Source: an optimization exercise on an open RTL-to-GDS flow (aim: small area). Production flows keep margins and buffers that such runs may drop.
Function was checked by simulation only, so behaviour that the tests miss may differ from the original.
The clock cells of runs 4 to 6 come from the design's own scripts or RTL, not from TritonCTS.
No driver is modelled on the clock port, so clock power and skew are understated where the tree is cut down; a real chip needs a root buffer or a tree.
Power is estimated from default activity; no workload was simulated.

===== design/flow/design.v =====
module Simon_Game(
    input  logic       clk,
    input  logic       rst,
    input  logic [7:0] SW,
    output logic [7:0] LED,
    output logic [6:0] seg0
);
    logic [2:0]  mode;
    logic [2:0]  sub;
    logic [12:0] y;
    logic [7:0]  sw_sync1, sw_sync2, sw_prev;
    logic        good;
    wire [2:0]  mode_d, sub_d;
    wire [12:0] y_d;
    wire [7:0]  prev_d;
    wire        good_d;
    always_ff @(posedge clk or posedge rst) begin
        if (rst) begin
            mode <= 3'b000;
            sub  <= 3'b010;
            y    <= 13'h07f0 ^ 13'h0aaa;
        end else begin
            mode <= mode_d;
            sub  <= sub_d;
            y    <= y_d;
        end
    end
    always_ff @(posedge clk) begin
        sw_sync1 <= SW;
        sw_sync2 <= sw_sync1;
        sw_prev  <= prev_d;
        good     <= good_d;
    end
    wire [7:0] d;                        
    for (genvar i = 0; i < 8; i++) begin : g_diff
        sg_xor2 u_x (.a(sw_sync2[i]), .b(sw_prev[i]), .y(d[i]));
    end
    wire eq_lo, eq_hi, differ;
    sg_nor4  u_eql (.a(d[0]), .b(d[1]), .c(d[2]), .d(d[3]), .y(eq_lo));
    sg_nor4  u_eqh (.a(d[4]), .b(d[5]), .c(d[6]), .d(d[7]), .y(eq_hi));
    sg_nand2 u_dif (.a(eq_lo), .b(eq_hi), .y(differ));
    wire inp_n, aux_n, m_wait, disp_n, done_n, m2_n;
    sg_nand2  u_inp  (.a(mode[0]), .b(mode[2]), .y(inp_n));           
    sg_nand2  u_aux  (.a(mode[1]), .b(inp_n), .y(aux_n));             
    sg_nor2b  u_wait (.a(aux_n), .b_n(mode[0]), .y(m_wait));          
    sg_nand2b u_disp (.a_n(mode[1]), .b(mode[0]), .y(disp_n));        
    sg_nand2b u_done (.a_n(mode[1]), .b(mode[2]), .y(done_n));        
    sg_inv    u_m2n  (.a(mode[2]), .y(m2_n));
    wire dgrp, a1, a2, o1, e_disp;
    sg_nor2  u_dg (.a(mode[1]), .b(mode[2]), .y(dgrp));
    sg_nand4 u_a1 (.a(y[10]), .b(y[9]), .c(y[7]), .d(y[4]), .y(a1));
    sg_nand3 u_a2 (.a(y[3]), .b(y[1]), .c(dgrp), .y(a2));
    sg_or4   u_o1 (.a(y[12]), .b(y[11]), .c(y[2]), .d(y[0]), .y(o1));
    sg_nor3  u_ed (.a(a1), .b(a2), .c(o1), .y(e_disp));
    wire b1, b2, o3, t_deb;
    sg_nand4 u_b1 (.a(y[12]), .b(y[10]), .c(y[9]), .d(y[7]), .y(b1));
    sg_nand4 u_b2 (.a(y[5]), .b(y[4]), .c(mode[0]), .d(mode[2]), .y(b2));
    sg_or4   u_o3 (.a(y[11]), .b(y[6]), .c(y[3]), .d(y[2]), .y(o3));
    sg_nor3  u_tb (.a(b1), .b(b2), .c(o3), .y(t_deb));
    wire det;                                    
    sg_and2  u_det (.a(t_deb), .b(differ), .y(det));
    wire e_aux;
    sg_nor2  u_ea (.a(aux_n), .b(y[1]), .y(e_aux));
    wire inp_eq;
    sg_nor2  u_ie (.a(inp_n), .b(differ), .y(inp_eq));
    wire load_n, load, fb;
    sg_nor4  u_ln (.a(e_disp), .b(e_aux), .c(inp_eq), .d(t_deb), .y(load_n));
    sg_inv   u_ld (.a(load_n), .y(load));
    sg_xnor2 u_fb (.a(y[12]), .b(y[5]), .y(fb));
    sg_nor2  u_y0 (.a(load), .b(fb), .y(y_d[0]));
    for (genvar i = 1; i < 13; i++) begin : g_ctr
        if (i % 2) begin : g_odd
            sg_nand2 u_n (.a(load_n), .b(y[i-1]), .y(y_d[i]));
        end else begin : g_even
            sg_nor2  u_n (.a(load), .b(y[i-1]), .y(y_d[i]));
        end
    end
    wire step_n, sfb, ls, adv_n;
    sg_nor2  u_st (.a(e_disp), .b(det), .y(step_n));
    sg_xor2  u_sf (.a(sub[2]), .b(sub[1]), .y(sfb));
    sg_mux2  u_s2 (.s(step_n), .a0(sub[1]), .a1(sub[2]), .y(sub_d[2]));
    sg_mux2  u_s1 (.s(step_n), .a0(sub[0]), .a1(sub[1]), .y(sub_d[1]));
    sg_mux2  u_s0 (.s(step_n), .a0(sfb),    .a1(sub[0]), .y(sub_d[0]));
    sg_nor3  u_ls (.a(sub[2]), .b(sub[0]), .c(step_n), .y(ls));
    sg_nor2  u_av (.a(ls), .b(e_aux), .y(adv_n));
    sg_mux2  u_m0 (.s(adv_n), .a0(m2_n),    .a1(mode[0]), .y(mode_d[0]));
    sg_mux2  u_m1 (.s(adv_n), .a0(mode[0]), .a1(mode[1]), .y(mode_d[1]));
    sg_mux2  u_m2 (.s(adv_n), .a0(mode[1]), .a1(mode[2]), .y(mode_d[2]));
    wire hold;
    sg_nor2 u_hold (.a(det), .b(m_wait), .y(hold));
    for (genvar i = 0; i < 8; i++) begin : g_prev
        sg_a22o u_p (.a1(det), .a2(sw_sync2[i]), .b1(hold), .b2(sw_prev[i]), .y(prev_d[i]));
    end
    wire u76, u54, u32, q1, hi1;
    sg_nor2   u_u76 (.a(d[7]), .b(d[6]), .y(u76));
    sg_nor2   u_u54 (.a(d[5]), .b(d[4]), .y(u54));
    sg_nor2   u_u32 (.a(d[3]), .b(d[2]), .y(u32));
    sg_nand2b u_q1  (.a_n(u32), .b(u54), .y(q1));
    sg_nand2  u_hi1 (.a(u76), .b(q1), .y(hi1));
    wire g1, g2n, g3, g4n, g5, hi0_n;
    sg_nor2b u_g1 (.a(d[2]), .b_n(d[1]), .y(g1));
    sg_nor2  u_g2 (.a(d[3]), .b(g1),  .y(g2n));
    sg_nor2  u_g3 (.a(d[4]), .b(g2n), .y(g3));
    sg_nor2  u_g4 (.a(d[5]), .b(g3),  .y(g4n));
    sg_nor2  u_g5 (.a(d[6]), .b(g4n), .y(g5));
    sg_nor2  u_h0 (.a(d[7]), .b(g5),  .y(hi0_n));
    wire x2, x1, x0, match, keep;
    sg_xnor2 u_x2 (.a(eq_hi), .b(sub[2]), .y(x2));
    sg_xor2  u_x1 (.a(hi1),   .b(sub[1]), .y(x1));
    sg_xnor2 u_x0 (.a(hi0_n), .b(sub[0]), .y(x0));
    sg_nor3  u_mt (.a(x2), .b(x1), .c(x0), .y(match));
    sg_nand2b u_kp (.a_n(match), .b(det), .y(keep));
    sg_a21o  u_gd (.a1(good), .a2(keep), .b1(m_wait), .y(good_d));
    wire s2_n, s1_n, s0_n;
    sg_inv u_s2n (.a(sub[2]), .y(s2_n));
    sg_inv u_s1n (.a(sub[1]), .y(s1_n));
    sg_inv u_s0n (.a(sub[0]), .y(s0_n));
    assign LED[0] = 1'b0;
    sg_nor3 u_l1 (.a(disp_n), .b(sub[2]), .c(sub[1]), .y(LED[1]));
    sg_nor3 u_l2 (.a(disp_n), .b(sub[2]), .c(sub[0]), .y(LED[2]));
    sg_nor4 u_l3 (.a(disp_n), .b(sub[2]), .c(s1_n), .d(s0_n), .y(LED[3]));
    sg_nor3 u_l4 (.a(disp_n), .b(sub[1]), .c(sub[0]), .y(LED[4]));
    sg_nor4 u_l5 (.a(disp_n), .b(s2_n), .c(sub[1]), .d(s0_n), .y(LED[5]));
    sg_nor4 u_l6 (.a(disp_n), .b(s2_n), .c(s1_n), .d(sub[0]), .y(LED[6]));
    sg_nor4 u_l7 (.a(disp_n), .b(s2_n), .c(s1_n), .d(s0_n), .y(LED[7]));
    wire seg_ok;
    sg_or2  u_sg (.a(done_n), .b(good), .y(seg_ok));
    wire done;
    sg_inv  u_dn (.a(done_n), .y(done));
    assign seg0 = {done, seg_ok, seg_ok, seg_ok, done_n, done_n, seg_ok};
endmodule
module sg_inv  (input logic a, output logic y);                   assign y = ~a;                 endmodule
module sg_and2 (input logic a, b, output logic y);                assign y = a & b;              endmodule
module sg_or2  (input logic a, b, output logic y);                assign y = a | b;              endmodule
module sg_nand2(input logic a, b, output logic y);                assign y = ~(a & b);           endmodule
module sg_nor2 (input logic a, b, output logic y);                assign y = ~(a | b);           endmodule
module sg_nand2b(input logic a_n, b, output logic y);             assign y = ~(~a_n & b);        endmodule
module sg_nor2b(input logic a, b_n, output logic y);              assign y = ~a & b_n;           endmodule
module sg_nand3(input logic a, b, c, output logic y);             assign y = ~(a & b & c);       endmodule
module sg_nor3 (input logic a, b, c, output logic y);             assign y = ~(a | b | c);       endmodule
module sg_nand4(input logic a, b, c, d, output logic y);          assign y = ~(a & b & c & d);   endmodule
module sg_nor4 (input logic a, b, c, d, output logic y);          assign y = ~(a | b | c | d);   endmodule
module sg_or4  (input logic a, b, c, d, output logic y);          assign y = a | b | c | d;      endmodule
module sg_xor2 (input logic a, b, output logic y);                assign y = a ^ b;              endmodule
module sg_xnor2(input logic a, b, output logic y);                assign y = ~(a ^ b);           endmodule
module sg_mux2 (input logic s, a0, a1, output logic y);           assign y = s ? a1 : a0;        endmodule
module sg_a21o (input logic a1, a2, b1, output logic y);          assign y = (a1 & a2) | b1;     endmodule
module sg_a22o (input logic a1, a2, b1, b2, output logic y);      assign y = (a1 & a2) | (b1 & b2); endmodule

===== design/flow/config.mk =====
export PLATFORM = sky130hd
export DESIGN_NAME = Simon_Game
export DESIGN_NICKNAME = Simon_Game
export VERILOG_FILES = /design/flow/design.v
export SDC_FILE = /design/flow/constraint.sdc
export NUM_CORES = 4
export LEC_CHECK = 0
export CAP_MARGIN = 20
export CORE_MARGIN = 2
export CORE_UTILIZATION = 60
export PLACE_DENSITY = 0.8
export SLEW_MARGIN = 20
export SYNTH_HIERARCHICAL = 1
export SYNTH_MINIMUM_KEEP_SIZE = 0

===== design/flow/flow/downsize.py =====
#!/usr/bin/env python3
"""Give every combinational cell of a synthesized netlist the smallest drive
strength of its family (the strongest among equal sizes) (same cell name without the _N suffix), using the cell
sizes in the platform LEF. Registers keep their cell. Rewrites the netlist in
place and prints each change."""
import re
import sys

netlist, lef = sys.argv[1], sys.argv[2]
area = {}
text = open(lef).read()
for m in re.finditer(r"MACRO\s+(\S+)(.*?)END\s+\1", text, re.S):
    s = re.search(r"SIZE\s+([\d.]+)\s+BY\s+([\d.]+)", m.group(2))
    if s:
        area[m.group(1)] = float(s.group(1)) * float(s.group(2))

families = {}
for name in area:
    m = re.fullmatch(r"(sky130_fd_sc_hd__[a-z0-9]+)_(\d+)", name)
    if m:
        families.setdefault(m.group(1), []).append(name)

def smallest(cell):
    m = re.fullmatch(r"(sky130_fd_sc_hd__([a-z0-9]+))_(\d+)", cell)
    if not m or m.group(2).startswith(("df", "sdf", "edf", "dl", "conb")):
        return cell
    best = min(families.get(m.group(1), [cell]), key=lambda c: (area[c], -int(c.rsplit("_", 1)[1])))
    return best if area[best] < area[cell] else cell

src = open(netlist).read()
count = {}
lines = []
for line in src.split("\n"):
    m = re.match(r"^(\s*)(sky130_fd_sc_hd__\w+)(\s.*)$", line)
    if m:
        new = smallest(m.group(2))
        if new != m.group(2):
            count[(m.group(2), new)] = count.get((m.group(2), new), 0) + 1
            line = m.group(1) + new + m.group(3)
    lines.append(line)
open(netlist, "w").write("\n".join(lines))
for (a, b), n in sorted(count.items()):
    print(f"{n:4d} {a} -> {b}")

===== design/flow/flow/run.sh =====
#!/bin/bash
# Standard synthesis, then every combinational cell at its smallest size, then
# the standard layout with the smallest buffer on each port and a small clock
# tree without dummy loads. Each tool's output goes to its own log here.
set -euo pipefail
bash standard.sh synth > synth.log 2>&1
python3 flow/downsize.py orfs/results/sky130hd/Simon_Game/base/1_2_yosys.v \
  "$FLOW_HOME/platforms/sky130hd/lef/sky130_fd_sc_hd_merged.lef" > downsize.log 2>&1
bash standard.sh BUFFER_PORTS_ARGS="-buffer_cell sky130_fd_sc_hd__buf_1" \
  CTS_ARGS="-sink_clustering_enable -repair_clock_nets -dont_use_dummy_load -root_buf sky130_fd_sc_hd__clkbuf_4 -buf_list sky130_fd_sc_hd__clkbuf_4" \
  RECOVER_POWER=100 finish > layout.log 2>&1

===== design/flow/standard.sh =====
#!/bin/bash
# synth_recipe.tcl (not shown) runs the flow's synth.tcl, then flattens the netlist and writes it again
# the make line also repeats each setting of config.mk as NAME=value (left out here)
make -C /OpenROAD-flow-scripts/flow DESIGN_CONFIG=/design/flow/config.mk WORK_HOME=/design/flow/orfs CLKGATE_MAP_FILE= SYNTH_SCRIPT=/design/flow/synth_recipe.tcl "${@:-finish}"

===== design/flow/constraint.sdc =====
create_clock -name core_clock -period 6.0 [get_ports {clk}]
set_input_delay 1.2000 -clock core_clock [delete_from_list [all_inputs] [get_ports {clk}]]
set_output_delay 1.2000 -clock core_clock [all_outputs]
set_load 0.01 [all_outputs]

==> results of run 1 <==
-- through the flow --
step	setup WS, ns	instance area [um2]	utilization, %
floorplan	3.73	1590	-
global placement	3.67	1680	67.3
detailed placement	3.54	1680	67.3
CTS	3.25	1720	68.8
global route	3.12	1720	68.8
finish	3.26	1720	68.8
-- layer usage --
metal / vias to the layer above / share of wire (%)
met5: - / 0
met1: 472 / 49
li1: 528 / -
met3: 4 / 5.4
met4: 0 / 1.0
met2: 34 / 45
-- path summary, 6_finish.rpt --
| kind | from | to | slack (ns) | cells after the start |
|---|---|---|---|---|
| worst min register to register | sw_sync1[6] | sw_sync2[6] | 0.33 | 0 |
| worst max-delay path | mode[1] | LED[5] | 3.26 | 3 |
| worst min-delay path | sw_sync1[6] | sw_sync2[6] | 0.33 | 0 |
| min in group asynchronous | rst | y[0] | 0.92 | 2 |
| worst max register to register | sw_prev[4] | mode[0] | 3.44 | 8 |
| max in group asynchronous | rst | sub[0] | 4.63 | 2 |
-- worst max-delay path, delay by kind of cell (launching register included) --
family	cells	cell delay, ns
simple gates	2	0.58
buf+inv	1	0.19
flops	1	0.44
-- power breakdown --
part | leakage, nW | switching, mW | internal [mW]
combinational | 0.290 | 0.00670 | 0.00420
clock | 0.0230 | 0.0777 | 0.0393
sequential | 0.426 | 0.00264 | 0.300
-- final cells by class --
cell class                 instances  area [um2]  area share [%]
clock buffer                       5        37.5            2.18
inverter                           7        26.3            1.53
multi-input combinational         88         547            31.8
sequential                        44         986            57.3
tap                               30        37.5            2.18
timing repair buffer              23        86.3            5.02
-- registers in the layout, summed over array words and instances (netlist names) --
name,count
mode,3
sw_sync2,8
y,13
sw_prev,8
good,1
sub,3
sw_sync1,8
==> Flow_metrics.wiki, run 1 <==
{| class="wikitable"
! Metric !! Value
|-
| Least-Margin Pin Slew || 1.00 ns
|-
| Max Buffers Root-to-Sink || 2
|-
| Startpoint class of the critical path || register
|-
| Via count || 1,038
|-
| Clock edge transition at the registers on the reported setup and hold paths || 0.12 ns
|-
| Drt wl/cell || 12.7 um
|-
| First-pass DRT Iterations || 4
|-
| Number of post-CTS setup repair buffers || 0
|-
| Final non-filler cell total || 197
|-
| Vias in the first global route || 999
|-
| Filler cell count in the final layout || 201
|-
| Aggregate global routing overflow || 0
|-
| Area of the core || 2500 um2
|-
| Number of H-tree levels || 2
|-
| Count of pins on the block boundary || 25
|-
| Starting Density || 63.6%
|-
| Final-report hold violation count || 0
|-
| GR met1 Demand/Resource || 25.6%
|-
| Cell with the largest stage delay on the worst path || sky130_fd_sc_hd__dfrtp_1
|-
| Worst min-delay path class || reg2reg
|-
| Placed cell count || 192
|-
| Hold slack || 0.334 ns
|-
| Total number of yosys warnings || 7
|-
| Clock root buffer || sky130_fd_sc_hd__clkbuf_4
|-
| Time the worst path needs with I/O delays and setup || 2.74 ns
|-
| Largest net degree at the start of global routing || 20
|-
| Antenna Violating Nets Remaining || 0
|-
| Total global routing track utilization || 18.4%
|-
| Peak supply drop || 0.221 mV
|-
| X dimension of the die || 55.5 um
|-
| Cell Pwr Density || 250 nW/um2
|-
| Sink count of the clock tree || 44
|-
| Clock tree from TritonCTS || done
|-
| Nets || 179
|-
| Post-DP HPWL || 1790 um
|-
| DIE AREA || 3080 um2
|-
| Critical-path cell list || nand2b_1, nor4_1, buf_1
|-
| Commonest cells after routing, fill and taps aside || sky130_fd_sc_hd__dfxtp_1 (25), sky130_fd_sc_hd__buf_1 (23), sky130_fd_sc_hd__nor2_1 (21)
|-
| Cell row count || 18
|-
| Via density per instance || 5.27
|-
| Arr. time, crit path || 1.54 ns
|-
| Detailed Route WL || 2500 um
|-
| Max_cap viols || 0
|-
| RSZ-0062 raised after global routing || false
|-
| Leading cell type in the layout, fill and taps excluded || sky130_fd_sc_hd__dfxtp_1
|-
| Max Transition Viols Final || 0
|-
| Run status || timing/DRC/antenna clean
|-
| Static Leakage || 0.739 nW
|-
| Gr busiest metal || met2
|-
| Largest fanout on the critical path || 7
|-
| Maximum cell stage delay along the critical path || 0.44 ns
|-
| Count of cells resized by post-cts repair || 0
|-
| CP Capture Type || primary output
|-
| Post-synthesis cell area || 1590 um2
|-
| Number of CTS-inserted buffers || 5
|-
| Total of buffers placed on input and output ports || 23
|-
| Setup Crit Path Kind || reg2out
|-
| Crit path required time || 4.80 ns
|-
| Worst clock skew on the final layout || 0.0272 ns
|-
| Average cell area after synthesis || 10.8 um2
|-
| First-pass GRT wire length || 4400 um
|-
| Starting DRC count in detailed routing || 43
|-
| PnR Total Power || 0.431 mW
|-
| Fraction of layout instances using a drive strength above 1 || 11.4%
|-
| Met2 routing resource usage after global routing || 26.9%
|-
| Final-layout setup total negative slack || 0 ns
|-
| P&R area growth vs syn || 8.27%
|-
| Final worst-path cycle share || 45.6%
|-
| Setup violators final || 0
|-
| Count of hold buffers inserted by post-cts repair || 0
|-
| Global routing met3 resource utilization || 5.62%
|-
| Worst-skew pair later-pin latency || 0.34 ns
|-
| Antenna cell count || 0
|-
| Net count after synthesis || 157
|-
| Antenna violations before repair || 0
|-
| Worst max-slew margin expressed relative to the limit || 32.7%
|-
| Peak clock frequency supported by timing || 365 MHz
|-
| Drt drc || 0
|-
| Synth Instances || 147
|-
| Placer congestion estimate || 0.821
|-
| Vertical die dimension || 55.5 um
|}
==> run 2, diff against run 1 <==
--- a/design/flow/config.mk
+++ b/design/flow/config.mk
@@ -7,6 +7,6 @@
 export LEC_CHECK = 0
 export CAP_MARGIN = 20
-export CORE_MARGIN = 2
-export CORE_UTILIZATION = 60
+export CORE_AREA = 2.5 2.5 58.5 58.5
+export DIE_AREA = 0 0 61 61
 export PLACE_DENSITY = 0.8
 export SLEW_MARGIN = 20
==> run 2 against run 1 <==
  * Combinational power about the same
  * Largest power group unchanged
  * Core utilization down 11 points
  * Via count down 0.19%
  * Largest cell class unchanged
==> Flow_metrics.wiki, run 2 <==
{| class="wikitable"
! Metric !! Value
|-
| Vias in the first global route || 953 (-4.6%)
|-
| Share of the core filled with cells in the final layout || 57.4% (-11 points)
|-
| Placer congestion estimate || 0.825 (+0.43%)
|-
| Final-layout setup total negative slack || 0 ns (unchanged)
|-
| Number of CTS-inserted buffers || 5 (unchanged)
|-
| Post-layout instance area || 1740 um2 (+1.0%)
|-
| Largest net degree at the start of global routing || 20 (unchanged)
|-
| Count of pins on the block boundary || 25 (unchanged)
|-
| Total number of yosys warnings || 7 (unchanged)
|-
| Run status || timing/DRC/antenna clean
|-
| Number of H-tree levels || 2 (unchanged)
|-
| Worst clock skew on the final layout || 0.0274 ns (+0.000170 ns)
|-
| Average cell area after synthesis || 10.8 um2 (unchanged)
|-
| Vertical die dimension || 61 um (+10%)
|-
| Drt wl/cell || 11.8 um (-7.0%)
|-
| Worst max-slew margin expressed relative to the limit || 29.3% (-3.5 points)
|-
| Least-Margin Pin Slew || 1.05 ns (+0.0513 ns)
|-
| Sink count of the clock tree || 44 (unchanged)
|-
| Largest fanout on the critical path || 7 (unchanged)
|-
| Arr. time, crit path || 1.56 ns (+0.02 ns)
|-
| Antenna violations before repair || 0 (unchanged)
|-
| Clock edge transition at the registers on the reported setup and hold paths || 0.11 ns (about the same)
|-
| Synth Instances || 147 (unchanged)
|-
| Time the worst path needs with I/O delays and setup || 2.76 ns (+0.0221 ns)
|-
| Leading cell type in the layout, fill and taps excluded || sky130_fd_sc_hd__dfxtp_1
|-
| DIE AREA || 3720 um2 (+21%)
|-
| Static Leakage || 0.740 nW (+0.15%)
|-
| Post-DP HPWL || 1840 um (+2.8%)
|-
| Post-synthesis cell area || 1590 um2 (unchanged)
|-
| Flip-flop and latch area || 986 um2 (unchanged)
|-
| Peak clock frequency supported by timing || 362 MHz (-0.80%)
|-
| First-pass GRT wire length || 4150 um (-5.5%)
|-
| PnR Total Power || 0.427 mW (-0.75%)
|-
| Total of buffers placed on input and output ports || 23 (unchanged)
|-
| P&R area growth vs syn || 9.37%
|-
| Filler cell count in the final layout || 260 (+29%)
|-
| Total global routing track utilization || 15.9% (-2.5 points)
|-
| Worst-case setup slack after placement || 3.60 ns (+0.0629 ns)
|-
| Drt drc || 0 (unchanged)
|-
| Cell Pwr Density || 246 nW/um2 (-1.8%)
|-
| Worst-skew pair later-pin latency || 0.34 ns (about the same)
|-
| Flip-flop count of the largest register, all copies and words added || 13 (unchanged)
|-
| Starting Density || 52.5% (-11 points)
|-
| CP Capture Type || primary output
|-
| Starting DRC count in detailed routing || 25 (-42%)
|-
| Final-report hold violation count || 0 (unchanged)
|-
| Max Buffers Root-to-Sink || 2 (unchanged)
|-
| Nets || 179 (unchanged)
|-
| Startpoint class of the critical path || register
|-
| RSZ-0062 raised after global routing || false
|-
| Max Transition Viols Final || 0 (unchanged)
|-
| Hold slack || 0.319 ns (-0.0150 ns)
|-
| Worst min-delay path class || reg2reg
|-
| Detailed Route WL || 2490 um (-0.36%)
|-
| Antenna Violating Nets Remaining || 0 (unchanged)
|-
| Setup violators final || 0 (unchanged)
|-
| Final worst-path cycle share || 46.0% (+0.37 points)
|-
| Antenna cell count || 0 (unchanged)
|-
| Via count || 1,036 (-0.19%)
|-
| X dimension of the die || 61 um (+10%)
|-
| Fraction of layout instances using a drive strength above 1 || 10.2% (-1.2 points)
|-
| Clock root buffer || sky130_fd_sc_hd__clkbuf_4
|-
| Peak supply drop || 0.157 mV (-29%)
|-
| Placed cell count || 206 (+7.3%)
|-
| Number of post-CTS setup repair buffers || 0 (unchanged)
|-
| Total area of multi-input combinational cells || 547 um2 (unchanged)
|-
| Clock tree from TritonCTS || done
|-
| Commonest cells after routing, fill and taps aside || sky130_fd_sc_hd__dfxtp_1 (25), sky130_fd_sc_hd__buf_1 (23), sky130_fd_sc_hd__nor2_1 (21)
|-
| Cell row count || 20 (+2)
|-
| Max_cap viols || 0 (unchanged)
|-
| Via density per instance || 4.91 (-6.8%)
|-
| First-pass DRT Iterations || 4 (unchanged)
|-
| Count of hold buffers inserted by post-cts repair || 0 (unchanged)
|-
| Area of the core || 3030 um2 (+21%)
|-
| Placement Cell Area || 1700 um2 (+1.0%)
|-
| Net count after synthesis || 157 (unchanged)
|-
| Final non-filler cell total || 211 (+7.1%)
|-
| Most flop-heavy register || y
|-
| Final worst-path setup slack || 3.24 ns (-0.0221 ns)
|-
| Count of cells resized by post-cts repair || 0 (unchanged)
|-
| Crit path required time || 4.80 ns (about the same)
|-
| Aggregate global routing overflow || 0 (unchanged)
|-
| Setup Crit Path Kind || reg2out
|}
==> run 2: layout make-up <==
type / instances / share of cell area (%)
inverter: 7 / 1.51
multi-input combinational: 88 / 31.5
clock buffer: 5 / 2.16
timing repair buffer: 23 / 4.97
sequential: 44 / 56.7
tap: 44 / 3.17
==> run 2: routing by layer <==
layer  up-vias  routed length, um  track usage, %
li1        526                  -               -
met1       480               1160            19.2
met2        28               1180            25.2
met3         2                129            6.40
met4         0                 19            6.52
met5         -                  0               0
==> run 2: path summary, 6_finish.rpt <==
path	from	to	slack (ns)	cells after the start
setup / recovery	mode[1]	LED[6]	3.24	3
hold / removal	sw_sync1[0]	sw_sync2[0]	0.32	0
setup reg to reg	y[11]	mode[0]	3.44	7
hold reg to reg	sw_sync1[0]	sw_sync2[0]	0.32	0
max in group asynchronous	rst	y[0]	4.64	2
min in group asynchronous	rst	sub[2]	0.90	2
==> run 2: worst max-delay path, cell delays in order (launching register included) <==
cell and delay [ns]:
sky130_fd_sc_hd__dfrtp_1 0.44, sky130_fd_sc_hd__nand2b_1 0.25, sky130_fd_sc_hd__nor4_1 0.35, sky130_fd_sc_hd__buf_1 0.19
==> run 2: power by group <==
| group | internal [mW] | switching (mW) |
|---|---|---|
| logic | 0.00420 | 0.00643 |
| clock network | 0.0392 | 0.0751 |
| registers | 0.300 | 0.00243 |
==> run 3, diff against run 2 <==
--- a/design/flow/flow/run.sh
+++ b/design/flow/flow/run.sh
@@ -8,4 +8,4 @@
   "$FLOW_HOME/platforms/sky130hd/lef/sky130_fd_sc_hd_merged.lef" > downsize.log 2>&1
 bash standard.sh BUFFER_PORTS_ARGS="-buffer_cell sky130_fd_sc_hd__buf_1" \
-  CTS_ARGS="-sink_clustering_enable -repair_clock_nets -dont_use_dummy_load -root_buf sky130_fd_sc_hd__clkbuf_4 -buf_list sky130_fd_sc_hd__clkbuf_4" \
+  CTS_ARGS="-sink_clustering_enable -repair_clock_nets -dont_use_dummy_load -root_buf sky130_fd_sc_hd__clkbuf_8 -buf_list sky130_fd_sc_hd__clkbuf_8" \
   RECOVER_POWER=100 finish > layout.log 2>&1
==> run 3 against run 2 <==
  * Still clean
  * Sequential share of layout area shrank 1.0 points
  * Synthesized cell count unchanged
  * Cell count is the same
  * Core utilization up 1.0 points
  * Via count is 0.68% higher
  * Critical path depth unchanged
  * Power up 9.7%
  * Sequential power about the same
  * Largest power group unchanged
==> Flow_metrics.wiki, run 3 <==
{| class="wikitable"
! Metric !! Value
|-
| Leading cell type in the layout, fill and taps excluded || sky130_fd_sc_hd__dfxtp_1
|-
| DIE AREA || 3720 um2 (unchanged)
|-
| Largest fanout on the critical path || 7 (unchanged)
|-
| Detailed-routed wire length on met3 || 118 um (-8.5%)
|-
| Via density per instance || 4.94 (+0.68%)
|-
| CP Capture Type || primary output
|-
| Final non-filler cell total || 211 (unchanged)
|-
| Sum of met2 wire segment lengths after detailed routing || 1210 um (+2.6%)
|-
| Clock edge transition at the registers on the reported setup and hold paths || 0.07 ns (-0.04 ns)
|-
| Critical-path cell list || nand2b_1, nor4_1, buf_1
|-
| Aggregate global routing overflow || 0 (unchanged)
|-
| Average cell area after synthesis || 10.8 um2 (unchanged)
|-
| Total global routing track utilization || 16.2% (+0.31 points)
|-
| Post-layout instance area || 1770 um2 (+1.8%)
|-
| Setup violators final || 0 (unchanged)
|-
| Cell row count || 20 (unchanged)
|-
| Largest net degree at the start of global routing || 20 (unchanged)
|-
| Worst clock skew on the final layout || 0.0204 ns (-0.00702 ns)
|-
| Arr. time, crit path || 1.50 ns (-0.06 ns)
|-
| Placed cell count || 206 (unchanged)
|-
| Synth Instances || 147 (unchanged)
|-
| Most flop-heavy register || y
|-
| Highest metal layer with signal wires || met4
|-
| Sink count of the clock tree || 44 (unchanged)
|-
| P&R area growth vs syn || 11.3%
|-
| Final-report hold violation count || 0 (unchanged)
|-
| Cell with the largest stage delay on the worst path || sky130_fd_sc_hd__dfrtp_1
|-
| Worst-skew pair later-pin latency || 0.29 ns (-0.05 ns)
|-
| Final worst-path setup slack || 3.30 ns (+0.0636 ns)
|-
| Net count after synthesis || 157 (unchanged)
|-
| Post-DP HPWL || 1840 um (unchanged)
|-
| RSZ-0062 raised after global routing || false
|-
| Number of post-CTS setup repair buffers || 0 (unchanged)
|-
| Total of buffers placed on input and output ports || 23 (unchanged)
|-
| Worst max-slew margin expressed relative to the limit || 26.5% (-2.8 points)
|-
| Time the worst path needs with I/O delays and setup || 2.70 ns (-0.0636 ns)
|-
| Worst-case setup slack after placement || 3.60 ns (unchanged)
|-
| Vias in the first global route || 965 (+1.3%)
|-
| Placement Cell Area || 1700 um2 (unchanged)
|-
| Count of hold buffers inserted by post-cts repair || 0 (unchanged)
|-
| Antenna cell count || 0 (unchanged)
|-
| Number of CTS-inserted buffers || 5 (unchanged)
|-
| Launch point of the worst path || mode[1]
|-
| Starting Density || 52.5% (unchanged)
|-
| Drt wl/cell || 12.1 um (+2.4%)
|-
| Final worst-path cycle share || 44.9% (-1.1 points)
|-
| Commonest cells after routing, fill and taps aside || sky130_fd_sc_hd__dfxtp_1 (25), sky130_fd_sc_hd__buf_1 (23), sky130_fd_sc_hd__nor2_1 (21)
|-
| Peak clock frequency supported by timing || 371 MHz (+2.4%)
|-
| Cell Pwr Density || 265 nW/um2 (+7.8%)
|-
| Vertical die dimension || 61 um (unchanged)
|-
| Share of the core filled with cells in the final layout || 58.4% (+1.0 points)
|-
| Total number of yosys warnings || 7 (unchanged)
|-
| Maximum cell stage delay along the critical path || 0.42 ns (-0.02 ns)
|-
| Count of pins on the block boundary || 25 (unchanged)
|-
| Static Leakage || 0.753 nW (+1.7%)
|-
| Placer congestion estimate || 0.825 (unchanged)
|-
| Crit path required time || 4.80 ns (about the same)
|-
| Antenna Violating Nets Remaining || 0 (unchanged)
|-
| Fraction of layout instances using a drive strength above 1 || 10.8% (+0.60 points)
|-
| Number of H-tree levels || 2 (unchanged)
|-
| Max Buffers Root-to-Sink || 2 (unchanged)
|-
| First-pass GRT wire length || 4220 um (+1.5%)
|-
| PnR Total Power || 0.469 mW (+9.7%)
|-
| Max Transition Viols Final || 0 (unchanged)
|-
| Nets || 179 (unchanged)
|-
| Hold slack || 0.321 ns (+0.00161 ns)
|-
| Clock root buffer || sky130_fd_sc_hd__clkbuf_8
|-
| Worst min-delay path class || reg2reg
|-
| Flip-flop count of the largest register, all copies and words added || 13 (unchanged)
|-
| X dimension of the die || 61 um (unchanged)
|-
| Max_cap viols || 0 (unchanged)
|-
| Area of the core || 3030 um2 (unchanged)
|-
| Post-synthesis cell area || 1590 um2 (unchanged)
|-
| Clock tree from TritonCTS || done
|-
| Via count || 1,043 (+0.68%)
|-
| Setup Crit Path Kind || reg2out
|-
| R2r startpoint || y[11]
|-
| Antenna violations before repair || 0 (unchanged)
|-
| Startpoint class of the critical path || register
|-
| First-pass DRT Iterations || 4 (unchanged)
|-
| Hold path startpoint || sw_sync1[0]
|-
| Detailed Route WL || 2550 um (+2.4%)
|-
| Drt drc || 0 (unchanged)
|-
| Starting DRC count in detailed routing || 29 (+16%)
|-
| Final-layout setup total negative slack || 0 ns (unchanged)
|-
| Least-Margin Pin Slew || 1.09 ns (+0.0417 ns)
|-
| Count of cells resized by post-cts repair || 0 (unchanged)
|-
| M1 WL || 1180 um (+1.4%)
|-
| Run status || timing/DRC/antenna clean
|-
| Peak supply drop || 0.183 mV (+17%)
|}
run 3: worst paths after layout:
path                            slack (ns)           to  cells past startpoint
worst max register to register        3.43      mode[0]                      7
min in group asynchronous             0.96       sub[0]                      2
max in group asynchronous             4.59         y[0]                      2
worst max-delay path                  3.30       LED[6]                      3
worst min register to register        0.32  sw_sync2[0]                      0
worst min-delay path                  0.32  sw_sync2[0]                      0
run 3: layout make-up:
class | count | area (um2)
clock buffer | 5 | 68.8
fill | 255 | 1260
inverter | 7 | 26.3
multi-input combinational | 88 | 547
sequential | 44 | 986
tap | 44 | 55.1
timing repair buffer | 23 | 86.3
run 3: layer usage:
metal  track usage [%]  up-vias
li1                  -      525
met1              19.8      489
met2              25.2       25
met3              6.40        4
met4              7.45        0
met5                 0        -
run 3: worst max-delay path, delay by kind of cell, from the launching register on:
family	cells	cell delay, ns
simple gates	2	0.61
flops	1	0.42
buf+inv	1	0.19
run 3: power by group:
group / switching, mW / internal [mW]
combinational: 0.00664 / 0.00420
sequential: 0.00240 / 0.300
clock: 0.0807 / 0.0749
total: 0.0898 / 0.379
==> run 4, diff against run 3 <==
==> design/flow/flow/run.sh (replaced) <==
#!/bin/bash
# Standard synthesis, then every combinational cell at its smallest size, then
# the standard layout with the smallest buffer on each port and a clock tree of
# four buffers fed by the clock port. Each tool's output goes to its own log.
set -euo pipefail
bash standard.sh synth > synth.log 2>&1
python3 flow/downsize.py orfs/results/sky130hd/Simon_Game/base/1_2_yosys.v \
  "$FLOW_HOME/platforms/sky130hd/lef/sky130_fd_sc_hd_merged.lef" > downsize.log 2>&1
bash standard.sh BUFFER_PORTS_ARGS="-buffer_cell sky130_fd_sc_hd__buf_1" \
  PRE_CTS_TCL="$PWD/flow/cts_quad.tcl" CLOCK_LEAF_BUF=sky130_fd_sc_hd__clkbuf_4 \
  RECOVER_POWER=100 finish > layout.log 2>&1
==> design/flow/flow/cts_quad.tcl (new file) <==
# Clock tree: the clock port drives four clock buffers directly, each at the
# centre of one quarter of the clock pins (split at the median x, then at the
# median y of each half), and each buffer drives the clock pins of its quarter.
# It replaces clock_tree_synthesis in ORFS's cts step, which then legalizes
# and repairs as usual. The buffer cell is CLOCK_LEAF_BUF.
rename clock_tree_synthesis orfs_clock_tree_synthesis
proc split_half {items key} {
  set sorted [lsort -integer -index $key $items]
  set h [expr {[llength $sorted] / 2}]
  return [list [lrange $sorted 0 [expr {$h - 1}]] [lrange $sorted $h end]]
}
proc clock_tree_synthesis {args} {
  set block [ord::get_db_block]
  set clk_net [$block findNet clk]
  $clk_net setSigType CLOCK
  set master [[ord::get_db] findMaster $::env(CLOCK_LEAF_BUF)]
  set sinks {}
  foreach it [$clk_net getITerms] {
    set loc [[$it getInst] getLocation]
    lappend sinks [list $it [lindex $loc 0] [lindex $loc 1]]
  }
  set groups {}
  foreach half [split_half $sinks 1] {
    foreach quarter [split_half $half 2] {
      lappend groups $quarter
    }
  }
  set k 0
  foreach group $groups {
    if {[llength $group] == 0} { continue }
    set buf [odb::dbInst_create $block $master clkbuf_leaf_$k]
    set leaf [odb::dbNet_create $block clknet_leaf_$k]
    $leaf setSigType CLOCK
    set xs 0
    set ys 0
    foreach s $group {
      set it [lindex $s 0]
      incr xs [lindex $s 1]
      incr ys [lindex $s 2]
      $it disconnect
      $it connect $leaf
    }
    [$buf findITerm A] connect $clk_net
    [$buf findITerm X] connect $leaf
    set n [llength $group]
    $buf setLocation [expr {$xs / $n}] [expr {$ys / $n}]
    $buf setPlacementStatus PLACED
    puts "clock buffer $k ($::env(CLOCK_LEAF_BUF)) drives $n clock pins"
    incr k
  }
  set_propagated_clock [all_clocks]
}
==> run 4 against run 3 <==
  * Via count unchanged
  * Register-to-register slack better by 0.03 ns
  * Highest routed layer unchanged
  * Largest power group unchanged
  * Critical endpoint unchanged
  * Core utilization down 1.3 points
  * First-iteration DRC count up 41%
==> Flow_metrics.wiki, run 4 <==
{| class="wikitable"
! Metric !! Value
|-
| Total number of yosys warnings || 7 (unchanged)
|-
| Cell depth of the worst min-delay path || 0 (unchanged)
|-
| Peak supply drop || 0.139 mV (-24%)
|-
| Flop2flop setup slack || 3.46 ns (+0.03 ns)
|-
| Cell row count || 20 (unchanged)
|-
| First-pass DRT Iterations || 4 (unchanged)
|-
| Antenna Violating Nets Remaining || 0 (unchanged)
|-
| First-pass GRT wire length || 4070 um (-3.4%)
|-
| Cell Pwr Density || 236 nW/um2 (-11%)
|-
| Setup violators final || 0 (unchanged)
|-
| WP depth || 3 (unchanged)
|-
| Flip-flop and latch area || 986 um2 (unchanged)
|-
| Time the worst path needs with I/O delays and setup || 2.62 ns (-0.0765 ns)
|-
| Antenna cell count || 0 (unchanged)
|-
| Cell with the largest stage delay on the worst path || sky130_fd_sc_hd__dfrtp_1
|-
| P&R area growth vs syn || 8.90%
|-
| Worst clock skew on the final layout || 0.0112 ns (-0.00914 ns)
|-
| Final-report hold violation count || 0 (unchanged)
|-
| Largest fanout on the critical path || 7 (unchanged)
|-
| Post-synthesis cell area || 1590 um2 (unchanged)
|-
| Path depth of the worst reg2reg path || 7 (unchanged)
|-
| Startpoint class of the critical path || register
|-
| Hold path startpoint || sw_sync1[5]
|-
| Maximum cell stage delay along the critical path || 0.44 ns (+0.02 ns)
|-
| Area of the core || 3030 um2 (unchanged)
|-
| Net count after synthesis || 157 (unchanged)
|-
| RSZ-0062 raised after global routing || false
|-
| Max Transition Viols Final || 0 (unchanged)
|-
| R2r startpoint || y[6]
|-
| WP buf/inv || 1 (unchanged)
|-
| X dimension of the die || 61 um (unchanged)
|-
| Starting Density || 52.5% (unchanged)
|-
| Arr. time, crit path || 1.42 ns (-0.08 ns)
|-
| Setup Crit Path Kind || reg2out
|-
| Fraction of layout instances using a drive strength above 1 || 10.2% (-0.54 points)
|-
| Post-layout instance area || 1730 um2 (-2.2%)
|-
| Starting DRC count in detailed routing || 41 (+41%)
|-
| Total area of multi-input combinational cells || 547 um2 (unchanged)
|-
| Cell class contributing the biggest share of worst-path delay || simple AND/OR/NAND/NOR gates
|-
| Nets || 178 (-0.56%)
|-
| Crit path required time || 4.80 ns (about the same)
|-
| Flip-flop count of the largest register, all copies and words added || 13 (unchanged)
|-
| Reg2Reg Capture Point || mode[0]
|-
| Final worst-path cycle share || 43.6% (-1.3 points)
|-
| Critical-path cell list || nand2b_1, nor4_1, buf_1
|-
| Clock edge transition at the registers on the reported setup and hold paths || 0.11 ns (+0.04 ns)
|-
| Least-Margin Pin Slew || 1.07 ns (-0.0235 ns)
|-
| Vertical die dimension || 61 um (unchanged)
|-
| Worst-skew pair later-pin latency || 0.16 ns (-0.13 ns)
|-
| Static Leakage || 0.736 nW (-2.3%)
|-
| Post-DP HPWL || 1840 um (unchanged)
|-
| Antenna violations before repair || 0 (unchanged)
|-
| Synth Instances || 147 (unchanged)
|-
| Aggregate global routing overflow || 0 (unchanged)
|-
| Worst min-delay path class || reg2reg
|-
| Endpoint of the worst hold path || sw_sync2[5]
|-
| Placer congestion estimate || 0.825 (unchanged)
|-
| Number of post-CTS setup repair buffers || 0 (unchanged)
|-
| Largest net degree at the start of global routing || 20 (unchanged)
|-
| Commonest cells after routing, fill and taps aside || sky130_fd_sc_hd__dfxtp_1 (25), sky130_fd_sc_hd__buf_1 (23), sky130_fd_sc_hd__nor2_1 (21)
|-
| Via density per instance || 4.97 (+0.48%)
|-
| CP Capture Type || primary output
|-
| Count of cells resized by post-cts repair || 0 (unchanged)
|-
| Worst max-slew margin expressed relative to the limit || 28.1% (+1.6 points)
|-
| Via count || 1,043 (unchanged)
|-
| Total of buffers placed on input and output ports || 23 (unchanged)
|-
| Drt drc || 0 (unchanged)
|-
| Total global routing track utilization || 13.9% (-2.3 points)
|-
| Leading cell type in the layout, fill and taps excluded || sky130_fd_sc_hd__dfxtp_1
|-
| Detailed Route WL || 2440 um (-4.2%)
|-
| Placement Cell Area || 1700 um2 (unchanged)
|-
| Drt wl/cell || 11.6 um (-3.8%)
|-
| Most flop-heavy register || y
|-
| DIE AREA || 3720 um2 (unchanged)
|-
| Vias in the first global route || 956 (-0.93%)
|-
| Filler cell count in the final layout || 261 (+2.4%)
|-
| Count of pins on the block boundary || 25 (unchanged)
|-
| Max_cap viols || 0 (unchanged)
|-
| Final-layout setup total negative slack || 0 ns (unchanged)
|-
| Run status || timing/DRC/antenna clean
|-
| Count of hold buffers inserted by post-cts repair || 0 (unchanged)
|-
| PnR Total Power || 0.409 mW (-13%)
|-
| Average cell area after synthesis || 10.8 um2 (unchanged)
|-
| Peak clock frequency supported by timing || 382 MHz (+2.9%)
|}
-- run 4: changes by cell type in the layout (fill, tap and decap cells not counted) --
cell | before | now
sky130_fd_sc_hd__clkbuf_4 | 0 | 4
sky130_fd_sc_hd__clkbuf_8 | 5 | 0
-- run 4: power breakdown --
part / internal [mW] / switching (mW)
clock network: 0.0320 / 0.0644
logic: 0.00420 / 0.00639
registers: 0.300 / 0.00238
total: 0.336 / 0.0732
-- run 4: cell type report --
type | instances | share of cell area (%)
buffer | 4 | 1.74
inverter | 7 | 1.52
multi-input combinational | 88 | 31.6
sequential | 44 | 57.0
tap | 44 | 3.18
timing repair buffer | 23 | 4.99
-- run 4: per-layer routing --
layer | up-vias | global-route usage [%] | wire [um]
met3 | 5 | 1.28 | 107
met1 | 484 | 18.5 | 1110
met4 | 0 | 3.11 | 49
li1 | 526 | - | -
met2 | 28 | 24.6 | 1170
met5 | - | 0 | 0
-- run 4: metrics by stage --
| step | cells | hold WS (ns) | setup WS (ns) | util (%) |
|---|---|---|---|---|
| 6_report | 210 | 0.330 | 3.38 | 57.1 |
| 3_5_place_dp | 206 | 0.312 | 3.60 | 56.2 |
| 3_3_place_gp | 206 | 0.310 | 3.68 | 56.2 |
| 5_1_grt | 210 | 0.345 | 3.18 | 57.1 |
| 2_1_floorplan | 147 | 0.310 | 3.73 | - |
| 4_1_cts | 210 | 0.336 | 3.40 | 57.1 |
-- run 4: worst reg2reg max path: stages, from the launching register on --
cell and delay, ns:
sky130_fd_sc_hd__dfstp_2 0.38, sky130_fd_sc_hd__or4_1 0.51, sky130_fd_sc_hd__nor3_1 0.23, sky130_fd_sc_hd__and2_0 0.54, sky130_fd_sc_hd__nor2_1 0.21, sky130_fd_sc_hd__nor3_1 0.19
sky130_fd_sc_hd__nor2_1 0.11, sky130_fd_sc_hd__mux2_2 0.28
-- run 4: worst max-delay path by stage --
stage,from,end
2_1_floorplan,mode[1],LED[3]
3_5_place_dp,sw_prev[5],mode[0]
3_3_place_gp,sw_prev[5],mode[2]
5_1_grt,sw_prev[5],mode[0]
4_1_cts,mode[1],LED[6]
6_report,mode[1],LED[6]
==> run 5, diff against run 4 <==
--- a/design/flow/design.v
+++ b/design/flow/design.v
@@ -9,4 +9,5 @@
     logic [2:0]  sub;
     logic [12:0] y;
+    logic        run;
     logic [7:0]  sw_sync1, sw_sync2, sw_prev;
     logic        good;
@@ -19,12 +20,13 @@
             mode <= 3'b000;
             sub  <= 3'b010;
-            y    <= 13'h07f0 ^ 13'h0aaa;
+            run  <= 1'b0;
         end else begin
             mode <= mode_d;
             sub  <= sub_d;
-            y    <= y_d;
+            run  <= 1'b1;
         end
     end
     always_ff @(posedge clk) begin
+        y        <= y_d;
         sw_sync1 <= SW;
         sw_sync2 <= sw_sync1;
@@ -64,11 +66,17 @@
     wire inp_eq;
     sg_nor2  u_ie (.a(inp_n), .b(differ), .y(inp_eq));
-    wire load_n, load, fb;
-    sg_nor4  u_ln (.a(e_disp), .b(e_aux), .c(inp_eq), .d(t_deb), .y(load_n));
-    sg_inv   u_ld (.a(load_n), .y(load));
+    wire load_n0, load, load_n, first, fb;
+    sg_nor4  u_ln (.a(e_disp), .b(e_aux), .c(inp_eq), .d(t_deb), .y(load_n0));
+    sg_nand2 u_ld (.a(load_n0), .b(run), .y(load));
+    sg_inv   u_lb (.a(load), .y(load_n));
+    sg_inv   u_fi (.a(run), .y(first));
     sg_xnor2 u_fb (.a(y[12]), .b(y[5]), .y(fb));
     sg_nor2  u_y0 (.a(load), .b(fb), .y(y_d[0]));
     for (genvar i = 1; i < 13; i++) begin : g_ctr
-        if (i % 2) begin : g_odd
+        if (i >= 5 && i <= 11 && i % 2) begin : g_odd_first
+            sg_a21oi u_n (.a1(load_n), .a2(y[i-1]), .b1(first), .y(y_d[i]));
+        end else if (i >= 5 && i <= 11) begin : g_even_first
+            sg_o21ai u_n (.a1(load), .a2(y[i-1]), .b1(run), .y(y_d[i]));
+        end else if (i % 2) begin : g_odd
             sg_nand2 u_n (.a(load_n), .b(y[i-1]), .y(y_d[i]));
         end else begin : g_even
@@ -86,5 +94,5 @@
     sg_mux2  u_m0 (.s(adv_n), .a0(m2_n),    .a1(mode[0]), .y(mode_d[0]));
     sg_mux2  u_m1 (.s(adv_n), .a0(mode[0]), .a1(mode[1]), .y(mode_d[1]));
-    sg_mux2  u_m2 (.s(adv_n), .a0(mode[1]), .a1(mode[2]), .y(mode_d[2]));
+    sg_a21o  u_m2 (.a1(e_aux), .a2(mode[0]), .b1(mode[2]), .y(mode_d[2]));
     wire hold;
     sg_nor2 u_hold (.a(det), .b(m_wait), .y(hold));
@@ -145,4 +153,6 @@
 module sg_xnor2(input logic a, b, output logic y);                assign y = ~(a ^ b);           endmodule
 module sg_mux2 (input logic s, a0, a1, output logic y);           assign y = s ? a1 : a0;        endmodule
+module sg_a21oi(input logic a1, a2, b1, output logic y);          assign y = ~((a1 & a2) | b1);  endmodule
+module sg_o21ai(input logic a1, a2, b1, output logic y);          assign y = ~((a1 | a2) & b1);  endmodule
 module sg_a21o (input logic a1, a2, b1, output logic y);          assign y = (a1 & a2) | b1;     endmodule
 module sg_a22o (input logic a1, a2, b1, b2, output logic y);      assign y = (a1 & a2) | (b1 & b2); endmodule
==> run 5 against run 4 <==
  * Clock power about the same
  * Critical path type unchanged
  * Core utilization down 1.1 points
  * First-iteration DRC count down 29%
  * Critical endpoint is now LED[5]
==> Flow_metrics.wiki, run 5 <==
{| class="wikitable"
! Metric !! Value
|-
| Largest net degree at the start of global routing || 13 (-35%)
|-
| Switch share || 18.8% (+0.89 points)
|-
| Worst-skew pair later-pin latency || 0.17 ns (about the same)
|-
| Total of buffers placed on input and output ports || 23 (unchanged)
|-
| Antenna cell count || 0 (unchanged)
|-
| Flop2flop setup slack || 3.49 ns (+0.03 ns)
|-
| Count of pins on the block boundary || 25 (unchanged)
|-
| Worst min-delay path class || reg2reg
|-
| Drt wl/cell || 11.3 um (-3.0%)
|-
| Area of the core || 3030 um2 (unchanged)
|-
| Critical-path cell list || nand2b_1, nor4_1, buf_1
|-
| Peak supply drop || 0.136 mV (-2.0%)
|-
| Clock group share of total power || 22.4% (-1.2 points)
|-
| Average cell area after synthesis || 10.3 um2 (-4.6%)
|-
| Hold path startpoint || sw_sync1[5]
|-
| Vertical die dimension || 61 um (unchanged)
|-
| Total number of yosys warnings || 7 (unchanged)
|-
| First-pass GRT wire length || 3970 um (-2.4%)
|-
| Max Transition Viols Final || 0 (unchanged)
|-
| Leading cell type in the layout, fill and taps excluded || sky130_fd_sc_hd__dfxtp_1
|-
| Via count || 1,046 (+0.29%)
|-
| Drt drc || 0 (unchanged)
|-
| Antenna violations before repair || 0 (unchanged)
|-
| Final worst-path cycle share || 42.5% (-1.2 points)
|-
| First-pass DRT Iterations || 4 (unchanged)
|-
| Starting DRC count in detailed routing || 29 (-29%)
|-
| Run status || timing/DRC/antenna clean
|-
| Startpoint class of the critical path || register
|-
| Worst clock skew on the final layout || 0.0115 ns (+0.000273 ns)
|-
| Capture point of the worst path || LED[5]
|-
| Fraction of layout instances using a drive strength above 1 || 5.88% (-4.4 points)
|-
| Starting Density || 51.4% (-1.1 points)
|-
| Pint || 0.350 mW (+4.2%)
|-
| Cell row count || 20 (unchanged)
|-
| Launch point of the worst path || mode[1]
|-
| Combinational fraction of design power || 4.0% (+1.4 points)
|-
| Sw Pwr || 0.0809 mW (+11%)
|-
| Commonest cells after routing, fill and taps aside || sky130_fd_sc_hd__dfxtp_1 (38), sky130_fd_sc_hd__buf_1 (23), sky130_fd_sc_hd__nor2_1 (18)
|-
| Portion of total power attributed to sequential cells || 73.6% (-0.3 points)
|-
| Placer congestion estimate || 0.873 (+5.8%)
|-
| Path depth of the worst reg2reg path || 8 (+1)
|-
| Cell with the largest stage delay on the worst path || sky130_fd_sc_hd__dfrtp_1
|-
| Count of cells resized by post-cts repair || 0 (unchanged)
|-
| Peak clock frequency supported by timing || 392 MHz (+2.8%)
|-
| Hold slack || 0.337 ns (+0.00665 ns)
|-
| P&R area growth vs syn || 9.08%
|-
| RSZ-0062 raised after global routing || false
|-
| Most flop-heavy register || y
|-
| X dimension of the die || 61 um (unchanged)
|-
| Nets || 182 (+2.2%)
|-
| Setup Crit Path Kind || reg2out
|-
| Total global routing track utilization || 13.5% (-0.38 points)
|-
| Maximum cell stage delay along the critical path || 0.43 ns (about the same)
|-
| DIE AREA || 3720 um2 (unchanged)
|-
| Least-Margin Pin Slew || 0.572 ns (-0.497 ns)
|-
| Net count after synthesis || 161 (+2.5%)
|-
| Count of hold buffers inserted by post-cts repair || 0 (unchanged)
|-
| Final-layout setup total negative slack || 0 ns (unchanged)
|-
| R2r startpoint || sw_prev[5]
|-
| CP Capture Type || primary output
|-
| Worst max-slew margin expressed relative to the limit || 61.8% (+34 points)
|-
| Time the worst path needs with I/O delays and setup || 2.55 ns (-0.0710 ns)
|-
| Number of post-CTS setup repair buffers || 0 (unchanged)
|-
| Crit path required time || 4.80 ns (about the same)
|-
| Final-report hold violation count || 0 (unchanged)
|-
| Reg2Reg Capture Point || mode[0]
|-
| Arr. time, crit path || 1.35 ns (-0.07 ns)
|-
| Max_cap viols || 0 (unchanged)
|-
| Post-DP HPWL || 1880 um (+2.1%)
|-
| Post-synthesis cell area || 1560 um2 (-2.0%)
|-
| Synth Instances || 151 (+2.7%)
|-
| Largest fanout on the critical path || 7 (unchanged)
|-
| Flip-flop count of the largest register, all copies and words added || 13 (unchanged)
|-
| Aggregate global routing overflow || 0 (unchanged)
|-
| Antenna Violating Nets Remaining || 0 (unchanged)
|-
| Vias in the first global route || 998 (+4.4%)
|-
| Detailed Route WL || 2410 um (-1.1%)
|-
| Cell Pwr Density || 254 nW/um2 (+7.4%)
|-
| Static Leakage || 0.709 nW (-3.7%)
|-
| Clock edge transition at the registers on the reported setup and hold paths || 0.11 ns (about the same)
|-
| Setup violators final || 0 (unchanged)
|-
| Via density per instance || 4.89 (-1.6%)
|}
run 5: through the flow:
stage	utilization [%]	worst slack (ns)	cells	power, mW	cell area (um2)
6_report	56.1	3.45	214	0.431	1700
5_1_grt	56.1	3.32	214	0.451	1700
4_1_cts	56.1	3.45	214	0.437	1700
3_5_place_dp	55.1	3.64	210	0.342	1670
3_3_place_gp	55.1	3.71	210	0.340	1670
2_1_floorplan	-	3.74	151	0.335	1560
run 5: routing by layer:
metal	vias up	global-route usage, %	part of all wire, %
li1	540	-	-
met1	477	16.0	46
met2	29	26.7	50
met3	0	1.28	4.2
met4	0	1.86	0
met5	-	0	0
run 5: critical path, delay by kind of cell (launching register included):
kind / cells / cell delay [ns]
buffers and inverters: 1 / 0.19
flip-flops: 1 / 0.43
AND/OR/NAND/NOR: 2 / 0.56
run 5: layout make-up:
| class | instances | area (um2) |
|---|---|---|
| Fill cell | 273 | 1330 |
| Inverter | 8 | 30.0 |
| Multi-Input combinational cell | 90 | 559 |
| Tap cell | 44 | 55.1 |
| Sequential cell | 45 | 937 |
| Buffer | 4 | 30.0 |
| Timing Repair Buffer | 23 | 86.3 |
run 5: worst min-delay path by stage:
stage,to,slack [ns],cells after the start
after floorplan,sw_sync2[0],0.31,0
after global placement,sw_sync2[1],0.31,0
after detailed placement,sw_sync2[5],0.31,0
after CTS,sw_sync2[5],0.34,0
after global routing,sw_sync2[3],0.35,0
final,sw_sync2[5],0.34,0
run 5: power groups by stage:
stage	clock (mW)	combinational (mW)	sequential (mW)
3_3_place_gp	0	0.0167	0.324
4_1_cts	0.102	0.0176	0.318
3_5_place_dp	0	0.0176	0.324
6_report	0.0964	0.0172	0.317
2_1_floorplan	0	0.0130	0.322
5_1_grt	0.112	0.0200	0.319
==> run 6, diff against run 5 <==
--- a/design/flow/design.v
+++ b/design/flow/design.v
@@ -6,5 +6,5 @@
     output logic [6:0] seg0
 );
-    logic [2:0]  mode;
+    logic [1:0]  mode;
     logic [2:0]  sub;
     logic [12:0] y;
@@ -12,5 +12,6 @@
     logic [7:0]  sw_sync1, sw_sync2, sw_prev;
     logic        good;
-    wire [2:0]  mode_d, sub_d;
+    wire [1:0]  mode_d;
+    wire [2:0]  sub_d;
     wire [12:0] y_d;
     wire [7:0]  prev_d;
@@ -18,6 +19,6 @@
     always_ff @(posedge clk or posedge rst) begin
         if (rst) begin
-            mode <= 3'b000;
-            sub  <= 3'b010;
+            mode <= 2'b00;
+            sub  <= 3'b000;
             run  <= 1'b0;
         end else begin
@@ -42,13 +43,12 @@
     sg_nor4  u_eqh (.a(d[4]), .b(d[5]), .c(d[6]), .d(d[7]), .y(eq_hi));
     sg_nand2 u_dif (.a(eq_lo), .b(eq_hi), .y(differ));
-    wire inp_n, aux_n, m_wait, disp_n, done_n, m2_n;
-    sg_nand2  u_inp  (.a(mode[0]), .b(mode[2]), .y(inp_n));           
-    sg_nand2  u_aux  (.a(mode[1]), .b(inp_n), .y(aux_n));             
-    sg_nor2b  u_wait (.a(aux_n), .b_n(mode[0]), .y(m_wait));          
-    sg_nand2b u_disp (.a_n(mode[1]), .b(mode[0]), .y(disp_n));        
-    sg_nand2b u_done (.a_n(mode[1]), .b(mode[2]), .y(done_n));        
-    sg_inv    u_m2n  (.a(mode[2]), .y(m2_n));
-    wire dgrp, a1, a2, o1, e_disp;
-    sg_nor2  u_dg (.a(mode[1]), .b(mode[2]), .y(dgrp));
+    wire inp_n, aux_n, m_wait, dgrp, disp_n, done_n;
+    sg_nand2  u_inp  (.a(mode[0]), .b(mode[1]), .y(inp_n));           
+    sg_nand2b u_aux  (.a_n(mode[1]), .b(mode[0]), .y(aux_n));         
+    sg_nor2b  u_wait (.a(aux_n), .b_n(sub[0]), .y(m_wait));           
+    sg_nor2   u_dg   (.a(mode[1]), .b(mode[0]), .y(dgrp));            
+    sg_inv    u_disp (.a(dgrp), .y(disp_n));
+    sg_nand2b u_done (.a_n(mode[0]), .b(mode[1]), .y(done_n));        
+    wire a1, a2, o1, e_disp;
     sg_nand4 u_a1 (.a(y[10]), .b(y[9]), .c(y[7]), .d(y[4]), .y(a1));
     sg_nand3 u_a2 (.a(y[3]), .b(y[1]), .c(dgrp), .y(a2));
@@ -57,5 +57,5 @@
     wire b1, b2, o3, t_deb;
     sg_nand4 u_b1 (.a(y[12]), .b(y[10]), .c(y[9]), .d(y[7]), .y(b1));
-    sg_nand4 u_b2 (.a(y[5]), .b(y[4]), .c(mode[0]), .d(mode[2]), .y(b2));
+    sg_nand4 u_b2 (.a(y[5]), .b(y[4]), .c(mode[0]), .d(mode[1]), .y(b2));
     sg_or4   u_o3 (.a(y[11]), .b(y[6]), .c(y[3]), .d(y[2]), .y(o3));
     sg_nor3  u_tb (.a(b1), .b(b2), .c(o3), .y(t_deb));
@@ -84,15 +84,23 @@
         end
     end
-    wire step_n, sfb, ls, adv_n;
+    wire step_n, sfb, zero, last, k_n, s2_st, s0_st;
+    wire s2_n, s1_n, s0_n;
+    sg_inv   u_s2n (.a(sub[2]), .y(s2_n));
+    sg_inv   u_s1n (.a(sub[1]), .y(s1_n));
+    sg_inv   u_s0n (.a(sub[0]), .y(s0_n));
     sg_nor2  u_st (.a(e_disp), .b(det), .y(step_n));
     sg_xor2  u_sf (.a(sub[2]), .b(sub[1]), .y(sfb));
-    sg_mux2  u_s2 (.s(step_n), .a0(sub[1]), .a1(sub[2]), .y(sub_d[2]));
+    sg_nor3  u_z  (.a(sub[2]), .b(sub[1]), .c(sub[0]), .y(zero));     
+    sg_nor3  u_la (.a(sub[2]), .b(s1_n), .c(sub[0]), .y(last));       
+    sg_nand2 u_k  (.a(det), .b(last), .y(k_n));                       
+    sg_o21a  u_s2a (.a1(sub[1]), .a2(zero), .b1(k_n), .y(s2_st));
+    sg_o21a  u_s0a (.a1(sfb), .a2(zero), .b1(k_n), .y(s0_st));
+    sg_mux2  u_s2 (.s(step_n), .a0(s2_st),  .a1(sub[2]), .y(sub_d[2]));
     sg_mux2  u_s1 (.s(step_n), .a0(sub[0]), .a1(sub[1]), .y(sub_d[1]));
-    sg_mux2  u_s0 (.s(step_n), .a0(sfb),    .a1(sub[0]), .y(sub_d[0]));
-    sg_nor3  u_ls (.a(sub[2]), .b(sub[0]), .c(step_n), .y(ls));
-    sg_nor2  u_av (.a(ls), .b(e_aux), .y(adv_n));
-    sg_mux2  u_m0 (.s(adv_n), .a0(m2_n),    .a1(mode[0]), .y(mode_d[0]));
-    sg_mux2  u_m1 (.s(adv_n), .a0(mode[0]), .a1(mode[1]), .y(mode_d[1]));
-    sg_a21o  u_m2 (.a1(e_aux), .a2(mode[0]), .b1(mode[2]), .y(mode_d[2]));
+    sg_mux2  u_s0 (.s(step_n), .a0(s0_st),  .a1(sub[0]), .y(sub_d[0]));
+    wire m0_keep;
+    sg_nand2b u_m0k (.a_n(sub[0]), .b(e_aux), .y(m0_keep));
+    sg_a22o   u_m0  (.a1(mode[0]), .a2(m0_keep), .b1(e_disp), .b2(last), .y(mode_d[0]));
+    sg_a21o   u_m1  (.a1(mode[1]), .a2(k_n), .b1(e_aux), .y(mode_d[1]));
     wire hold;
     sg_nor2 u_hold (.a(det), .b(m_wait), .y(hold));
@@ -120,13 +128,9 @@
     sg_nand2b u_kp (.a_n(match), .b(det), .y(keep));
     sg_a21o  u_gd (.a1(good), .a2(keep), .b1(m_wait), .y(good_d));
-    wire s2_n, s1_n, s0_n;
-    sg_inv u_s2n (.a(sub[2]), .y(s2_n));
-    sg_inv u_s1n (.a(sub[1]), .y(s1_n));
-    sg_inv u_s0n (.a(sub[0]), .y(s0_n));
     assign LED[0] = 1'b0;
-    sg_nor3 u_l1 (.a(disp_n), .b(sub[2]), .c(sub[1]), .y(LED[1]));
-    sg_nor3 u_l2 (.a(disp_n), .b(sub[2]), .c(sub[0]), .y(LED[2]));
+    sg_nor4 u_l1 (.a(disp_n), .b(sub[2]), .c(sub[1]), .d(s0_n), .y(LED[1]));
+    sg_nor4 u_l2 (.a(disp_n), .b(sub[2]), .c(s1_n), .d(sub[0]), .y(LED[2]));
     sg_nor4 u_l3 (.a(disp_n), .b(sub[2]), .c(s1_n), .d(s0_n), .y(LED[3]));
-    sg_nor3 u_l4 (.a(disp_n), .b(sub[1]), .c(sub[0]), .y(LED[4]));
+    sg_nor4 u_l4 (.a(disp_n), .b(s2_n), .c(sub[1]), .d(sub[0]), .y(LED[4]));
     sg_nor4 u_l5 (.a(disp_n), .b(s2_n), .c(sub[1]), .d(s0_n), .y(LED[5]));
     sg_nor4 u_l6 (.a(disp_n), .b(s2_n), .c(s1_n), .d(sub[0]), .y(LED[6]));
@@ -155,4 +159,5 @@
 module sg_a21oi(input logic a1, a2, b1, output logic y);          assign y = ~((a1 & a2) | b1);  endmodule
 module sg_o21ai(input logic a1, a2, b1, output logic y);          assign y = ~((a1 | a2) & b1);  endmodule
+module sg_o21a (input logic a1, a2, b1, output logic y);          assign y = (a1 | a2) & b1;     endmodule
 module sg_a21o (input logic a1, a2, b1, output logic y);          assign y = (a1 & a2) | b1;     endmodule
 module sg_a22o (input logic a1, a2, b1, b2, output logic y);      assign y = (a1 & a2) | (b1 & b2); endmodule
==> run 6 against run 5 <==
  * Global-route usage is 0.48 points higher
  * Critical endpoint is now LED[6]
  * Sequential share of layout area is 1.1 points lower
  * Setup slack worse by 0.061 ns
  * Via count is 4.6% higher
  * Synthesized cell count is 0.66% higher
  * Die area stayed put
  * Sequential power is 2% lower
  * Still clean
==> Flow_metrics.wiki, run 6 <==
{| class="wikitable"
! Metric !! Value
|-
| Hold slack || 0.330 ns (-0.00634 ns)
|-
| Cell row count || 20 (unchanged)
|-
| Nets || 183 (+0.55%)
|-
| Synth Instances || 152 (+0.66%)
|-
| First-pass GRT wire length || 4160 um (+4.7%)
|-
| WP buf/inv || 2 (+1)
|-
| Total global routing track utilization || 14.0% (+0.48 points)
|-
| Area of the core || 3030 um2 (unchanged)
|-
| Run status || timing/DRC/antenna clean
|-
| Number of post-CTS setup repair buffers || 0 (unchanged)
|-
| Count of pins on the block boundary || 25 (unchanged)
|-
| Setup Crit Path Kind || reg2out
|-
| RSZ-0062 raised after global routing || false
|-
| P&R area growth vs syn || 9.16% (about the same)
|-
| Filler cell count in the final layout || 270 (-1.1%)
|-
| Fraction of layout instances using a drive strength above 1 || 4.09% (-1.8 points)
|-
| Commonest cells after routing, fill and taps aside || sky130_fd_sc_hd__dfxtp_1 (38), sky130_fd_sc_hd__buf_1 (23), sky130_fd_sc_hd__nor2_1 (17)
|-
| Least-Margin Pin Slew || 0.611 ns (+0.0385 ns)
|-
| Flip-flop count of the largest register, all copies and words added || 13 (unchanged)
|-
| Aggregate global routing overflow || 0 (unchanged)
|-
| Setup violators final || 0 (unchanged)
|-
| Net count after synthesis || 162 (+0.62%)
|-
| Max Transition Viols Final || 0 (unchanged)
|-
| Worst-case setup slack after placement || 3.61 ns (-0.0258 ns)
|-
| Cell Pwr Density || 254 nW/um2 (+0.18%)
|-
| Critical-path cell list || nor2_1, inv_1, nor4_1, buf_1
|-
| Antenna cell count || 0 (unchanged)
|-
| Maximum cell stage delay along the critical path || 0.45 ns (+0.02 ns)
|-
| Worst clock skew on the final layout || 0.00910 ns (-0.00241 ns)
|-
| Final-layout setup total negative slack || 0 ns (unchanged)
|-
| Max_cap viols || 0 (unchanged)
|-
| Count of hold buffers inserted by post-cts repair || 0 (unchanged)
|-
| Largest fanout on the critical path || 7 (unchanged)
|-
| Crit path required time || 4.80 ns (about the same)
|-
| Peak clock frequency supported by timing || 383 MHz (-2.3%)
|-
| Static Leakage || 0.707 nW (-0.18%)
|-
| Final worst-path setup slack || 3.39 ns (-0.0606 ns)
|-
| Worst max-slew margin expressed relative to the limit || 59.3% (-2.6 points)
|-
| Worst min-delay path class || reg2reg
|-
| Vertical die dimension || 61 um (unchanged)
|-
| Clock edge transition at the registers on the reported setup and hold paths || 0.10 ns (about the same)
|-
| Cell with the largest stage delay on the worst path || sky130_fd_sc_hd__dfrtp_1
|-
| Antenna violations before repair || 0 (unchanged)
|-
| DIE AREA || 3720 um2 (unchanged)
|-
| Final worst-path cycle share || 43.5% (+1.0 points)
|-
| First-pass DRT Iterations || 4 (unchanged)
|-
| Antenna Violating Nets Remaining || 0 (unchanged)
|-
| Most flop-heavy register || y
|-
| Count of cells resized by post-cts repair || 0 (unchanged)
|}
run 6: path summary, 6_finish.rpt:
path / slack [ns] / to / startpoint / cells after the start
max in group asynchronous: 4.89 / run / rst / 2
min in group asynchronous: 0.90 / sub[0] / rst / 2
hold reg to reg: 0.33 / sw_sync2[3] / sw_sync1[3] / 0
setup / recovery: 3.39 / LED[6] / mode[0] / 4
hold / removal: 0.33 / sw_sync2[3] / sw_sync1[3] / 0
setup reg to reg: 3.69 / sub[0] / y[6] / 6
run 6: final cells by class:
type / instances / area (um2) / area share, %
inverter: 8 / 30.0 / 1.78
multi-input combinational: 92 / 572 / 34.0
timing repair buffer: 23 / 86.3 / 5.13
sequential: 44 / 911 / 54.1
tap: 44 / 55.1 / 3.27
buffer: 4 / 30.0 / 1.78
run 6: per-stage QoR:
step,total power [mW],cell area [um2],std cells
after floorplan,0.331,1540,152
after global placement,0.336,1650,211
after detailed placement,0.338,1650,211
after CTS,0.432,1680,215
after global routing,0.445,1680,215
final,0.428,1680,215
run 6: layer usage:
layer / track usage [%] / part of all wire [%] / up-vias
met3: 1.49 / 4.5 / 5
li1: - / - / 550
met4: 2.48 / 2.0 / 0
met1: 17.1 / 43 / 511
met5: 0 / 0 / -
met2: 26.7 / 50 / 28
run 6: power by group:
| group | internal, mW | leakage (nW) | switching, mW |
|---|---|---|---|
| clock network | 0.0320 | 0.0184 | 0.0655 |
| registers | 0.304 | 0.397 | 0.00763 |
| logic | 0.00849 | 0.292 | 0.0105 |
| total | 0.345 | 0.707 | 0.0836 |
run 6: worst reg2reg max path: cells and delay by family, from the launching register on:
kind	cells	cell delay, ns
flops	1	0.33
simple gates	4	1.46
compound gates	1	0.16
mux	1	0.26

Check on run 6: ideal ports give 3.392 ns setup slack; a clkbuf_16 on the clock port and buf_2 on the inputs give 3.353 ns; moving port delays by the midpoint clock arrival (0.199 ns) as well gives 3.551 ns.
